From an optimization exercise on the open Yosys and OpenROAD flow, aimed at small area; shortcuts taken in it are not production practice.
Where RTL was checked, it was by simulation tests only, not by an equivalence proof against the original.
Power and IR drop assume default switching activity. No driver is modelled on the clock port, so clocking that relies on it looks cheaper here than on a real chip.

// top
module top(clk_24, rst_n, led, audio_out, uart_rx, uart_tx, write_index);
==> flow/config.mk <==
export PLATFORM = sky130hd
export DESIGN_NAME = top
export DESIGN_NICKNAME = top
export VERILOG_FILES = /design/flow/design.v
export SDC_FILE = /design/flow/constraint.sdc
export NUM_CORES = 4
export LEC_CHECK = 0
export ABC_AREA = 1
export CAP_MARGIN = 20
export CORE_MARGIN = 2
export CORE_UTILIZATION = 60
export PLACE_DENSITY = 0.75
export SLEW_MARGIN = 20
==> flow/constraint.sdc <==
create_clock -name core_clock -period 8.0 [get_ports {clk_24}]
set_input_delay 1.6000 -clock core_clock [delete_from_list [all_inputs] [get_ports {clk_24}]]
set_output_delay 1.6000 -clock core_clock [all_outputs]
set_load 0.01 [all_outputs]
standard.sh (not shown) runs the stock make flow with config.mk's settings and CLKGATE_MAP_FILE= SYNTH_SCRIPT=/design/flow/synth_recipe.tcl, a recipe that flattens the netlist after the stock synthesis.
==> flow/flow/run.sh <==
#!/bin/bash
# Own layout flow: the standard synthesis, then the combinational logic
# of its netlist mapped again for area (the registers stay as they are,
# same names and cells), then the standard ORFS flow with a clock tree of
# fewer, larger buffers and no dummy loads.
# Each tool's output goes to a log file in the work folder.
set -euo pipefail
W=$PWD
R=$W/orfs/results/${FLOW_PLATFORM}/top/base

# Clock tree: leaf clusters of up to 30 sinks driven by clkbuf_16, no
# dummy loads. Port buffers: the smallest buffer.
export CTS_ARGS="-sink_clustering_enable -repair_clock_nets -buf_list {sky130_fd_sc_hd__clkbuf_8 sky130_fd_sc_hd__clkbuf_16} -root_buf sky130_fd_sc_hd__clkbuf_8 -tree_buf sky130_fd_sc_hd__clkbuf_8 -sink_clustering_buffer sky130_fd_sc_hd__clkbuf_16 -sink_clustering_size 30 -sink_clustering_max_diameter 100 -dont_use_dummy_load"
export BUFFER_PORTS_ARGS="-buffer_cell sky130_fd_sc_hd__buf_1"

# 1. standard synthesis
bash standard.sh synth > $W/log_1_synth.txt 2>&1

# 2. map the logic again; the registers are black boxes and keep their names
cp $R/1_2_yosys.v $W/std_1_2_yosys.v
yosys -c $W/flow/resyn.tcl > $W/log_2_resyn.txt 2>&1
cp $W/resyn_1_2_yosys.v $R/1_2_yosys.v
rm -f $R/1_synth.odb $R/1_synth.sdc

# 3. the rest of the standard flow
bash standard.sh > $W/log_3_layout.txt 2>&1
Other scripts of this flow, unchanged in this note and not shown: flow/flow/resyn.abc, flow/flow/resyn.tcl
Then changed:
--- a/flow/flow/run.sh
+++ b/flow/flow/run.sh
@@ -11,5 +11,5 @@
 # Clock tree: leaf clusters of up to 30 sinks driven by clkbuf_16, no
 # dummy loads. Port buffers: the smallest buffer.
-export CTS_ARGS="-sink_clustering_enable -repair_clock_nets -buf_list {sky130_fd_sc_hd__clkbuf_8 sky130_fd_sc_hd__clkbuf_16} -root_buf sky130_fd_sc_hd__clkbuf_8 -tree_buf sky130_fd_sc_hd__clkbuf_8 -sink_clustering_buffer sky130_fd_sc_hd__clkbuf_16 -sink_clustering_size 30 -sink_clustering_max_diameter 100 -dont_use_dummy_load"
+export CTS_ARGS="-sink_clustering_enable -repair_clock_nets -buf_list {sky130_fd_sc_hd__clkbuf_4 sky130_fd_sc_hd__clkbuf_8 sky130_fd_sc_hd__clkbuf_16} -root_buf sky130_fd_sc_hd__clkbuf_4 -tree_buf sky130_fd_sc_hd__clkbuf_8 -sink_clustering_buffer sky130_fd_sc_hd__clkbuf_16 -sink_clustering_size 33 -sink_clustering_max_diameter 100 -dont_use_dummy_load"
 export BUFFER_PORTS_ARGS="-buffer_cell sky130_fd_sc_hd__buf_1"
 
Result:
- routed wire length goes down by about 0.8%
- synthesized area does not change
- total power drops by 1.3%
- via count hardly moves
Then changed:
--- a/flow/flow/run.sh
+++ b/flow/flow/run.sh
@@ -11,5 +11,5 @@
 # Clock tree: leaf clusters of up to 30 sinks driven by clkbuf_16, no
 # dummy loads. Port buffers: the smallest buffer.
-export CTS_ARGS="-sink_clustering_enable -repair_clock_nets -buf_list {sky130_fd_sc_hd__clkbuf_4 sky130_fd_sc_hd__clkbuf_8 sky130_fd_sc_hd__clkbuf_16} -root_buf sky130_fd_sc_hd__clkbuf_4 -tree_buf sky130_fd_sc_hd__clkbuf_8 -sink_clustering_buffer sky130_fd_sc_hd__clkbuf_16 -sink_clustering_size 33 -sink_clustering_max_diameter 100 -dont_use_dummy_load"
+export CTS_ARGS="-sink_clustering_enable -repair_clock_nets -buf_list {sky130_fd_sc_hd__clkbuf_8 sky130_fd_sc_hd__clkbuf_16} -root_buf sky130_fd_sc_hd__clkbuf_8 -tree_buf sky130_fd_sc_hd__clkbuf_8 -sink_clustering_buffer sky130_fd_sc_hd__clkbuf_16 -sink_clustering_size 35 -sink_clustering_max_diameter 100 -dont_use_dummy_load"
 export BUFFER_PORTS_ARGS="-buffer_cell sky130_fd_sc_hd__buf_1"
 
=>
- total power hardly moves
- worst hold slack loses 0.017 ns
- global-route usage stays flat
- wire length is lower by 0.65%
- via count climbs by 0.70%
- synthesized cell count is unchanged
- final area hardly moves
- utilization is about the same
- die area stays the same
- worst setup slack gains 0.024 ns
- fmax rises by 0.54%

* * *

top again, from the RTL that the note above started with.
==> flow/config.mk <==
export PLATFORM = sky130hd
export DESIGN_NAME = top
export DESIGN_NICKNAME = top
export VERILOG_FILES = /design/flow/design.v
export SDC_FILE = /design/flow/constraint.sdc
export NUM_CORES = 4
export LEC_CHECK = 0
export ABC_AREA = 1
export CAP_MARGIN = 20
export CORE_MARGIN = 2
export CORE_UTILIZATION = 60
export PLACE_DENSITY = 0.75
export SLEW_MARGIN = 20
==> flow/constraint.sdc <==
create_clock -name core_clock -period 8.0 [get_ports {clk_24}]
set_input_delay 1.6000 -clock core_clock [delete_from_list [all_inputs] [get_ports {clk_24}]]
set_output_delay 1.6000 -clock core_clock [all_outputs]
set_load 0.01 [all_outputs]
==> flow/flow/run.sh <==
#!/bin/bash
# Own layout flow: the standard synthesis, then the combinational logic
# of its netlist mapped again for area (the registers stay as they are,
# same names and cells), then the standard ORFS flow with a clock tree of
# fewer, larger buffers and no dummy loads.
# Each tool's output goes to a log file in the work folder.
set -euo pipefail
W=$PWD
R=$W/orfs/results/${FLOW_PLATFORM}/top/base

# Clock tree: leaf clusters of up to 30 sinks driven by clkbuf_16, no
# dummy loads. Port buffers: the smallest buffer.
export CTS_ARGS="-sink_clustering_enable -repair_clock_nets -buf_list sky130_fd_sc_hd__clkbuf_16 -sink_clustering_size 33 -sink_clustering_max_diameter 100 -dont_use_dummy_load"
export BUFFER_PORTS_ARGS="-buffer_cell sky130_fd_sc_hd__buf_1"

# 1. standard synthesis
bash standard.sh synth > $W/log_1_synth.txt 2>&1

# 2. map the logic again; the registers are black boxes and keep their names
cp $R/1_2_yosys.v $W/std_1_2_yosys.v
yosys -c $W/flow/resyn.tcl > $W/log_2_resyn.txt 2>&1
cp $W/resyn_1_2_yosys.v $R/1_2_yosys.v
rm -f $R/1_synth.odb $R/1_synth.sdc

# 3. the rest of the standard flow
bash standard.sh > $W/log_3_layout.txt 2>&1
Other scripts of this flow, unchanged in this note and not shown: flow/flow/resyn.abc, flow/flow/resyn.tcl
Rerun with:
--- a/flow/flow/run.sh
+++ b/flow/flow/run.sh
@@ -13 +13 @@
-export CTS_ARGS="-sink_clustering_enable -repair_clock_nets -buf_list sky130_fd_sc_hd__clkbuf_16 -sink_clustering_size 33 -sink_clustering_max_diameter 100 -dont_use_dummy_load"
+export CTS_ARGS="-sink_clustering_enable -repair_clock_nets -buf_list sky130_fd_sc_hd__clkbuf_16 -sink_clustering_size 30 -sink_clustering_max_diameter 100 -dont_use_dummy_load"
What happened: Worst setup slack got worse by 0.018 ns. Via count barely changes. Wire length climbs slightly.

* * *

## JK
Another version of the RTL of top (not shown whole).
Size in the first run: roughly 1300 cells after synthesis, about 560 flip-flops.
clock: 8.0 ns
lec_check: 0
cap_margin: 20
core_margin: 2
core_utilization: 60
cts_buf_list: sky130_fd_sc_hd__clkbuf_2 sky130_fd_sc_hd__clkbuf_4 sky130_fd_sc_hd__clkbuf_8
cts_cluster_size: 30
place_density: 0.75
slew_margin: 20
run.sh (not shown) runs the stock make flow with config.mk's settings and CLKGATE_MAP_FILE= SYNTH_SCRIPT=/design/flow/synth_recipe.tcl, a recipe that flattens the netlist after the stock synthesis.
Stock flow here: none of the scripts above is used.
Both conditions hold for JK: the flow ran to the end and the final layout passed the timing, design-rule and antenna checks.
[inputs] MS vs JK
- changing PLACE_DENSITY from 0.75 to 0.6
- changing CTS_BUF_LIST from sky130_fd_sc_hd__clkbuf_2 sky130_fd_sc_hd__clkbuf_4 sky130_fd_sc_hd__clkbuf_8 to sky130_fd_sc_hd__clkbuf_4
- changing CORE_UTILIZATION from 60 to 40
- removing CTS_CLUSTER_SIZE (formerly 30)
Results
In the metrics for JK and MS, the one carrying the lower filler cell count in the final layout is JK.
In the reports for JK and MS, the larger instance area after placement belongs to MS.
In terms of setup TNS, MS and JK differ only marginally.
In the flow results for JK and MS, the first-pass GRT wire length is larger on MS.
MS: done, clean on timing, DRC and antenna
Between JK and MS, overall routing resource usage is lower for MS, JK comes in above that.
On slew at the pin closest to its max-slew limit: MS sits below JK.
Function was not checked in any run of this note: the RTL went through the layout flow alone.

* * *

top, a different RTL version from the one above (not shown whole).
Size: roughly 1400 cells after synthesis, about 19 I/O pins, about 16000 um2 of cells after synthesis.
clock: 8.0 ns
lec_check: 0
abc_area: 1
cap_margin: 20
core_margin: 2
core_utilization: 60
cts_buf_list: sky130_fd_sc_hd__clkbuf_8
cts_cluster_diameter: 60
cts_cluster_size: 20
place_density: 0.75
slew_margin: 20
The baseline completed with no timing, DRC or antenna violations.
Rerun with:
CTS_BUF_LIST = sky130_fd_sc_hd__clkbuf_16   (was sky130_fd_sc_hd__clkbuf_8)
CTS_CLUSTER_DIAMETER = 100   (was 60)
CTS_CLUSTER_SIZE = 30   (was 20)
After rerunning: Total power shrinks by 0.36%. Global-route usage shrinks by 0.15 points. Routed wire length grows by 0.72%. Combinational power hardly moves. Setup slack stays flat. Sequential share of layout area grows by 0.24 points. Final area shrinks by 0.35%.
No run of this note included a check of the RTL's function; only the layout flow was run.

* * *

top, a different RTL version from the one above (not shown whole).
Size: roughly 970 cells after synthesis, about 19 I/O pins.
==> flow/config.mk <==
export PLATFORM = sky130hd
export DESIGN_NAME = top
export DESIGN_NICKNAME = top
export VERILOG_FILES = /design/flow/design.v
export SDC_FILE = /design/flow/constraint.sdc
export NUM_CORES = 4
export LEC_CHECK = 0
export ABC_AREA = 1
export CAP_MARGIN = 20
export CORE_MARGIN = 2
export CORE_UTILIZATION = 60
export PLACE_DENSITY = 0.75
export SLEW_MARGIN = 20
==> flow/constraint.sdc <==
create_clock -name core_clock -period 8.0 [get_ports {clk_24}]
set_input_delay 1.6000 -clock core_clock [delete_from_list [all_inputs] [get_ports {clk_24}]]
set_output_delay 1.6000 -clock core_clock [all_outputs]
set_load 0.01 [all_outputs]
standard.sh (not shown) runs the stock make flow with config.mk's settings and CLKGATE_MAP_FILE= SYNTH_SCRIPT=/design/flow/synth_recipe.tcl, a recipe that flattens the netlist after the stock synthesis.
==> flow/flow/run.sh <==
#!/bin/bash
# Own layout flow: the standard synthesis, then the combinational logic
# of its netlist mapped again for area (the registers stay as they are,
# same names and cells), then the standard ORFS flow with a clock tree of
# fewer, larger buffers and no dummy loads.
# Each tool's output goes to a log file in the work folder.
set -euo pipefail
W=$PWD
R=$W/orfs/results/${FLOW_PLATFORM}/top/base

# Clock tree: leaf clusters of up to 30 sinks driven by clkbuf_16, no
# dummy loads. Port buffers: the smallest buffer.
export CTS_ARGS="-sink_clustering_enable -repair_clock_nets -buf_list sky130_fd_sc_hd__clkbuf_16 -sink_clustering_size 35 -sink_clustering_max_diameter 100 -dont_use_dummy_load"
export BUFFER_PORTS_ARGS="-buffer_cell sky130_fd_sc_hd__buf_1"

# 1. standard synthesis
bash standard.sh synth > $W/log_1_synth.txt 2>&1

# 2. map the logic again; the registers are black boxes and keep their names
cp $R/1_2_yosys.v $W/std_1_2_yosys.v
yosys -c $W/flow/resyn.tcl > $W/log_2_resyn.txt 2>&1
cp $W/resyn_1_2_yosys.v $R/1_2_yosys.v
rm -f $R/1_synth.odb $R/1_synth.sdc

# 3. the rest of the standard flow
bash standard.sh > $W/log_3_layout.txt 2>&1
Other scripts of this flow, unchanged in this note and not shown: flow/flow/resyn.abc, flow/flow/resyn.tcl
The starting point passed the timing, design-rule and antenna checks.
Edit:
--- a/flow/flow/run.sh
+++ b/flow/flow/run.sh
@@ -13 +13 @@
-export CTS_ARGS="-sink_clustering_enable -repair_clock_nets -buf_list sky130_fd_sc_hd__clkbuf_16 -sink_clustering_size 35 -sink_clustering_max_diameter 100 -dont_use_dummy_load"
+export CTS_ARGS="-sink_clustering_enable -repair_clock_nets -buf_list sky130_fd_sc_hd__clkbuf_16 -sink_clustering_size 30 -sink_clustering_max_diameter 100 -dont_use_dummy_load"
The changed run completed with no timing, DRC or antenna violations.
Total power rose by 1.9%.
Synthesized cell count stays the same.
Combinational power barely changes.
Wire length climbs by 0.42%.
Count of clock-buffer cells in the layout came out higher by 3.
No run of this note included a check of the RTL's function; only the layout flow was run.

separate check: timing with driven ports:
How much do the figures lean on ideal ports? The routed layouts below were timed once more, with nothing changed but the port constraints.
Step 1 (the two cells are an assumption about what drives the block):
set clk [get_ports {clk_24}]
set_driving_cell -lib_cell sky130_fd_sc_hd__clkbuf_16 $clk
set_driving_cell -lib_cell sky130_fd_sc_hd__buf_2 [delete_from_list [all_inputs] $clk]
Step 2 adds t to the input delays and takes it off the output delays; t is the mean of the earliest and latest rising clock arrival at the registers after step 1. Input paths then give back, and output paths get back, about the clock's delay inside the block.
Slacks: ideal / step 1 / step 2; pairs: ideal / step 1.
| run | t (ns) | setup slack, ns | worst hold slack (ns) | worst setup path after step 2 | slew at the worst register clock pin (ns) |
|---|---|---|---|---|---|
| the first run of note 1 | 0.634 | 3.617 / 3.617 / 3.617 | 0.310 / 0.310 / 0.310 | register to register | 0.11 / 0.11 |
| the second run of note 1 | 0.768 | 3.595 / 3.595 / 3.595 | 0.288 / 0.288 / 0.288 | register to register | 0.12 / 0.12 |
| the third run of note 1 | 0.626 | 3.619 / 3.619 / 3.619 | 0.271 / 0.271 / 0.271 | register to register | 0.12 / 0.12 |
| the first run of note 2 | 0.559 | 3.588 / 3.588 / 3.588 | 0.288 / 0.288 / 0.288 | register to register | 0.12 / 0.12 |
| the second run of note 2 | 0.572 | 3.570 / 3.570 / 3.570 | 0.325 / 0.325 / 0.325 | register to register | 0.11 / 0.11 |
| JK | 0.617 | 0.943 / 0.943 / 0.943 | 0.306 / 0.306 / 0.306 | register to register | 0.07 / 0.07 |
| MS | 0.827 | 0.986 / 0.986 / 0.986 | 0.301 / 0.301 / 0.301 | register to register | 0.08 / 0.08 |
| the first run of note 4 | 0.608 | 4.039 / 3.992 / 4.143 | 0.319 / 0.319 / 0.319 | register to register | 0.12 / 0.12 |
| the second run of note 4 | 0.589 | 4.041 / 3.991 / 4.129 | 0.318 / 0.318 / 0.318 | register to register | 0.12 / 0.12 |
| the first run of note 5 | 0.560 | 3.427 / 3.427 / 3.427 | 0.321 / 0.321 / 0.321 | register to register | 0.12 / 0.12 |
| the second run of note 5 | 0.563 | 3.379 / 3.379 / 3.379 | 0.258 / 0.258 / 0.258 | register to register | 0.11 / 0.11 |
After both steps every run listed still meets setup and hold.
